Background: an optimization exercise with open tools, aiming at small area. Do not read the settings as production practice. Where RTL was checked, it was by simulation tests only, not by an equivalence proof against the original. Only the layout flow was run in run 2; the RTL was not checked for function there.

==> flow/design.v (outline; a module is shown in full before it is edited, if it fits) <==
// module convolutional_layer_1: 4190 lines
// module fa_cell: 4 lines
// module hold_mux: 3 lines
// module inv_cell: 3 lines
// module ha_cell: 4 lines
module convolutional_layer_1 (
  input signed [7:0] in,
  input clk, en,
  output signed [191:0] out
);
  // ...
==> flow/flow/run.sh <==
#!/bin/bash
# Standard synthesis and layout with small port buffers; after placement the constant
# output ports of each map share one tie cell.
set -e
bash standard.sh synth > synth.log 2>&1
bash standard.sh BUFFER_PORTS_ARGS="-buffer_cell sky130_fd_sc_hd__buf_1" GPL_KEEP_OVERFLOW=0 place > place.log 2>&1
ODB=orfs/results/sky130hd/convolutional_layer_1/base/3_place.odb openroad -no_init -exit flow/merge_ties.tcl > merge_ties.log 2>&1
bash standard.sh BUFFER_PORTS_ARGS="-buffer_cell sky130_fd_sc_hd__buf_1" GPL_KEEP_OVERFLOW=0 finish > layout.log 2>&1
==> flow/flow/merge_ties.tcl <==
# Let one tie cell drive all the constant output ports of a map instead of one tie cell each.
read_db $::env(ODB)
set block [[[ord::get_db] getChip] getBlock]
array set keep {}
set removed 0
foreach inst [$block getInsts] {
  if {[[$inst getMaster] getName] ne "sky130_fd_sc_hd__conb_1"} { continue }
  set net "NULL"
  set pin ""
  foreach it [$inst getITerms] {
    set n [$it getNet]
    if {$n ne "NULL" && [[$it getMTerm] getName] in {LO HI}} { set net $n; set pin [[$it getMTerm] getName] }
  }
  if {$net eq "NULL"} { continue }
  set bts [$net getBTerms]
  if {[llength $bts] != 1 || [llength [$net getITerms]] != 1} { continue }
  set name [[lindex $bts 0] getName]
  if {![regexp {^out\[(\d+)\]$} $name -> idx]} { continue }
  set key "$pin[expr {$idx / 32}]"
  if {![info exists keep($key)]} { set keep($key) $net; continue }
  set bt [lindex $bts 0]
  $bt disconnect
  $bt connect $keep($key)
  odb::dbInst_destroy $inst
  odb::dbNet_destroy $net
  incr removed
}
puts "merge_ties: removed $removed tie cells"
write_db $::env(ODB)
==> flow/standard.sh <==
#!/bin/bash
# synth_recipe.tcl (not shown) runs the flow's synth.tcl, then flattens the netlist and writes it again
# the make line also repeats each setting of config.mk as NAME=value (left out here)
make -C /OpenROAD-flow-scripts/flow DESIGN_CONFIG=/design/flow/config.mk WORK_HOME=/design/flow/orfs CLKGATE_MAP_FILE= SYNTH_SCRIPT=/design/flow/synth_recipe.tcl "${@:-finish}"
==> flow/config.mk <==
export PLATFORM = sky130hd
export DESIGN_NAME = convolutional_layer_1
export DESIGN_NICKNAME = convolutional_layer_1
export VERILOG_FILES = /design/flow/design.v
export SDC_FILE = /design/flow/constraint.sdc
export NUM_CORES = 8
export LEC_CHECK = 0
export CAP_MARGIN = 20
export CORE_MARGIN = 2
export CORE_UTILIZATION = 55
export CTS_BUF_LIST = sky130_fd_sc_hd__clkbuf_16
export CTS_CLUSTER_DIAMETER = 100
export CTS_CLUSTER_SIZE = 30
export SLEW_MARGIN = 20
export SYNTH_HIERARCHICAL = 1
export SYNTH_MINIMUM_KEEP_SIZE = 0
==> flow/constraint.sdc <==
create_clock -name core_clock -period 18.0 [get_ports {clk}]
set_input_delay 3.6000 -clock core_clock [delete_from_list [all_inputs] [get_ports {clk}]]
set_output_delay 3.6000 -clock core_clock [all_outputs]
set_load 0.01 [all_outputs]
==> impl_metrics.tcl, run 1 <==
set metrics [dict create \
    cts.sinks 1064 \
    crit_family "adder cells" \
    min_path_cells 1 \
    synth.area.mux_share_pct 0 \
    ctsHoldBuffers 0 \
    crit_buf_inv 3 \
    postRouteWirelength_um 298000 \
    io_buffers 111 \
    biggestCellCategory "multi-input combinational cells" \
    cap_violations 0 \
    std_cell_rows 130 \
    fin_cells 6329 \
    post-route-period-util_pct 98.8 \
    r2r-start "u[130][7]" \
    worstPathArrival_ns 14.19 \
    run_status "complete, no violations" \
    cts_tree "yes" \
    yosys_register_bits 1064 \
    r2r_slack_ns 16.44 \
    tap_cells 1650 \
    synth_compound_area_share_pct 13.5 \
    cts_resized 0 \
    max_clock_freq_mhz 56.2 \
    grt_use_met3_pct 22.3 \
    rr_endpoint "u[131][7]" \
    synth-edff-count 0 \
    worstRegToRegCells 1 \
    cts-root-buf "clkbuf_16" \
    largest_reg_flops 1064 \
    gr-usage-met1_pct 59.8 \
    yosysWarnings 9 \
]
==> run 2, diff against run 1 <==
--- a/flow/design.v
+++ b/flow/design.v
@@ -1,34 +1,34 @@
 module convolutional_layer_1 (
   input signed [7:0] in,
   input clk, en,
   output signed [191:0] out
 );
   reg [7:0] u [0:132];
   integer i;
   genvar g, b;
-  wire [33:0] en_n, en_p;
+  wire [22:0] en_n, en_p;
   generate
-    for (g = 0; g < 34; g = g + 1) begin : sel
+    for (g = 0; g < 23; g = g + 1) begin : sel
       inv_cell in0 (.a(en), .y(en_n[g]));
       inv_cell in1 (.a(en_n[g]), .y(en_p[g]));
     end
   endgenerate
   wire [7:0] prv [0:132];
   wire [7:0] nxt [0:132];
   assign prv[0] = {~in[7], in[6:0]};
   generate
     for (g = 0; g < 133; g = g + 1) begin : hold
       if (g > 0) begin : link
         assign prv[g] = u[g-1];
       end
       for (b = 0; b < 8; b = b + 1) begin : bt
         wire y;
-        hold_mux h (.d(prv[g][b]), .q(u[g][b]), .e(en_p[g / 4]), .e_n(en_n[g / 4]), .y(y));
+        hold_mux h (.d(prv[g][b]), .q(u[g][b]), .e(en_p[g / 6]), .e_n(en_n[g / 6]), .y(y));
         assign nxt[g][b] = y;
       end
     end
   endgenerate
   always @(posedge clk) begin
     for (i = 0; i < 133; i = i + 1) u[i] <= nxt[i];
   end
   wire [7:0] x0 = u[0];
==> run 2 against run 1 <==
Effect of this change:
- still clean on timing, DRC and antenna
- non-clock buffer count up 5
- design area up 0.19%
- synthesized cell count is 0.48% lower
- sequential cell count unchanged
- worst setup slack got worse by 0.0093 ns
- critical endpoint is now out[131]
- largest cell class unchanged
==> impl_metrics.tcl, run 2 <==
set metrics [dict create \
    end_kind "output pin" \
    std_cell_rows 130 \
    grt-ovfl-total 0 \
    regMostFlops "u" \
    final_cell_mix "1692 x fa_1, 1064 x a22o_1, 1052 x dfxtp_1" \
    synthArstFlopShare_pct 0 \
    worst_hold_slack_ns 0.484 \
    synth-edff-count 0 \
    drive_gt1_share_pct 3.39 \
    synth_top_area_cell "fa_1" \
    track_usage_pct 48.9 \
    pre_cts_ws_ns 1.15 \
    run_status "complete, no violations" \
    grt_pass1_vias 45700 \
    final_common_cell "fa_1" \
    synth_common_cells "1694 x fa_1, 1064 x a22o_1, 1064 x dfxtp_1" \
    critPathLaunch "u[132][0]" \
    drv_slew 0 \
    insertion_delay_ns 0.73 \
    relSlewSlack_pct 10.2 \
    tns_ns 0 \
    cp_max_fo 17 \
    gp_congestion 1.12 \
    via_count 44100 \
    synth_most_common_cell "fa_1" \
    r2r-start "u[1][3]" \
    io_buffers 111 \
    yosys_register_bits 1064 \
    syn_to_final_growth_pct 5.48 \
    synth_area_um2 69200 \
    h-tree-depth 2 \
    die_w_um 359 \
    drc 0 \
    numCtsBuffers 50 \
    post-route-period-util_pct 98.9 \
    yosysSeqAreaShare_pct 30.8 \
    min_from "u[95][2]" \
    worstPathArrival_ns 14.20 \
    top_regs "u: 1064 flops" \
    min_period_ns 17.80 \
    initial_core_util_pct 55.2 \
    die_area_um2 129000 \
    layout_setup_ws_ns 0.205 \
    grt_max_degree 50 \
    fin_util_pct 58.3 \
    path_clk_slew_ns 0.11 \
    grt_pass1_wl_um 407000 \
    ant_nets 0 \
    avgSynthCellArea_um2 15.2 \
    wl_per_cell_um 49.1 \
    cts_tree "yes" \
    fp.coreArea_um2 125000 \
    critPathLaunchType "flip-flop" \
    vias_per_cell 6.98 \
    first_pass_iters 5 \
    synth_cells 4560 \
    crit_type "flip-flop to output pin" \
    rr_endpoint "u[2][3]" \
    cts_setup_buffers 0 \
    max_clock_freq_mhz 56.2 \
    fin_skew_ns 0.0602 \
    nets 6494 \
    synth_top_flop_cell "dfxtp_1" \
    crit_top_cell "fa_1" \
    crit_slowest_cell "fa_1" \
    worstRegToRegCells 1 \
    min_to "u[96][2]" \
    cts-root-buf "clkbuf_16" \
    critPathMaxStageDelay_ns 1.01 \
    fillers 9380 \
    io_pins 202 \
    min_path_cells 1 \
    hold_viol 0 \
    fp.dieH_um 359 \
    worstMarginPinSlew_ns 1.35 \
    rsz0062_at_grt "false" \
    final-setup-viol-count 0 \
    postRouteWirelength_um 311000 \
    hold_path_class "flip-flop to flip-flop" \
    hpwl_um 259000 \
    worstPathRequired_ns 14.40 \
    largest_reg_flops 1064 \
    synthDominantCellAreaShare_pct 49.0 \
    cts.sinks 1064 \
    synth.area.top_cells "fa_1 49%, dfxtp_1 31%, a22o_1 13%, ha_1 2.6%, inv_1 2.1%" \
    yosysWarnings 9 \
    initialDrtViolationCount 5928 \
    r2r_slack_ns 16.42 \
    clockBufferDepth 3 \
    antenna_found_initial 15 \
    cap_violations 0 \
    ys_types 18 \
]
## run 2: cell type report
| cell class | count | area [um2] | area share, % |
|---|---|---|---|
| clock buffer | 50 | 1250 | 1.71 |
| inverter | 390 | 1480 | 2.02 |
| multi-input combinational | 3016 | 45800 | 62.7 |
| antenna | 15 | 37.5 | 0.0514 |
| clock inverter | 16 | 362 | 0.495 |
| sequential | 1064 | 21300 | 29.2 |
| tap | 1650 | 2060 | 2.83 |
| timing repair buffer | 125 | 714 | 0.979 |
## run 2: metal layers
metal  GRT usage [%]  vias up  part of all wire (%)
met4            29.8       10                   7.7
met1            62.4    24000                    37
li1                -    15800                     -
met3            20.7      916                    13
met5               0        -                 0.022
met2            69.4     3383                    42
## run 2: repair_timing
action / CTS / global route
gates resized for setup: 0 / 1
setup endpoints to repair: 0 / 1
hold buffers: 0 / 0
## run 2: cells by family (layout without fill, tap and decap cells)
logic type | count (synthesis) | count (layout) | share of synthesized area, %
other cells | 1 | 21 | 0.00542
buf+inv | 485 | 581 | 3.13
flops | 1064 | 1064 | 30.8
xor+xnor | 7 | 7 | 0.132
compound gates | 1064 | 1064 | 13.5
fa+ha+maj | 1837 | 1837 | 51.6
simple gates | 102 | 102 | 0.877
## run 2: worst max-delay path by stage
stage	slack, ns	to
6_report	0.20	out[131]
5_1_grt	0.09	out[131]
4_1_cts	0.32	out[133]
3_5_place_dp	1.15	out[161]
3_3_place_gp	-0.13	out[65]
2_1_floorplan	2.82	out[64]
## run 2: per-module statistics from Yosys, one instance, submodules excluded
module                 cells  cell area (um2)  flops+latches  times used
convolutional_layer_1   1613            24000           1064           1
fa_cell                    1             20.0              0        1694
ha_cell                    1             12.5              0         143
hold_mux                   1             8.76              0        1064
inv_cell                   1             3.75              0          46
## run 2: stage by stage
step / area, um2 / std cells
finish: 73000 / 6326
global route: 72900 / 6311
CTS: 72900 / 6311
detailed placement: 71600 / 6329
global placement: 71300 / 6315
floorplan: 69500 / 4649
## run 2: critical path, delay by kind of cell, from the launching register on
family / cells / cell delay (ns)
DFF: 1 / 0.57
buffers and inverters: 5 / 0.59
adders and majority gates: 25 / 11.58
and+or+nand+nor: 1 / 0.69

-- separate check: timing with driven ports --
No port has a modelled driver above. Below, the same layouts with a new extraction and two added sets of constraints.
Step 1 (the two cells are an assumption about what drives the block):
set clk [get_ports {clk}]
set_driving_cell -lib_cell sky130_fd_sc_hd__clkbuf_16 $clk
set_driving_cell -lib_cell sky130_fd_sc_hd__buf_2 [delete_from_list [all_inputs] $clk]
Step 2 adds t to the input delays and takes it off the output delays; t is the mean of the earliest and latest rising clock arrival at the registers after step 1. Input paths then give back, and output paths get back, about the clock's delay inside the block.
a / b / c = ideal ports / drivers / drivers and shift; a / b = the first two.
| run | t, ns | setup WS [ns] | worst setup path after step 2 | slew at the worst register clock pin (ns) | worst data-port slew with drivers (ns) |
|---|---|---|---|---|---|
| run 1 | 0.775 | 0.214 / 0.128 / 0.903 | register to output | 0.11 / 0.11 | 0.06 |
| run 2 | 0.788 | 0.205 / 0.122 / 0.911 | register to output | 0.12 / 0.12 | 0.08 |
After both steps setup and hold are still met in every run listed.
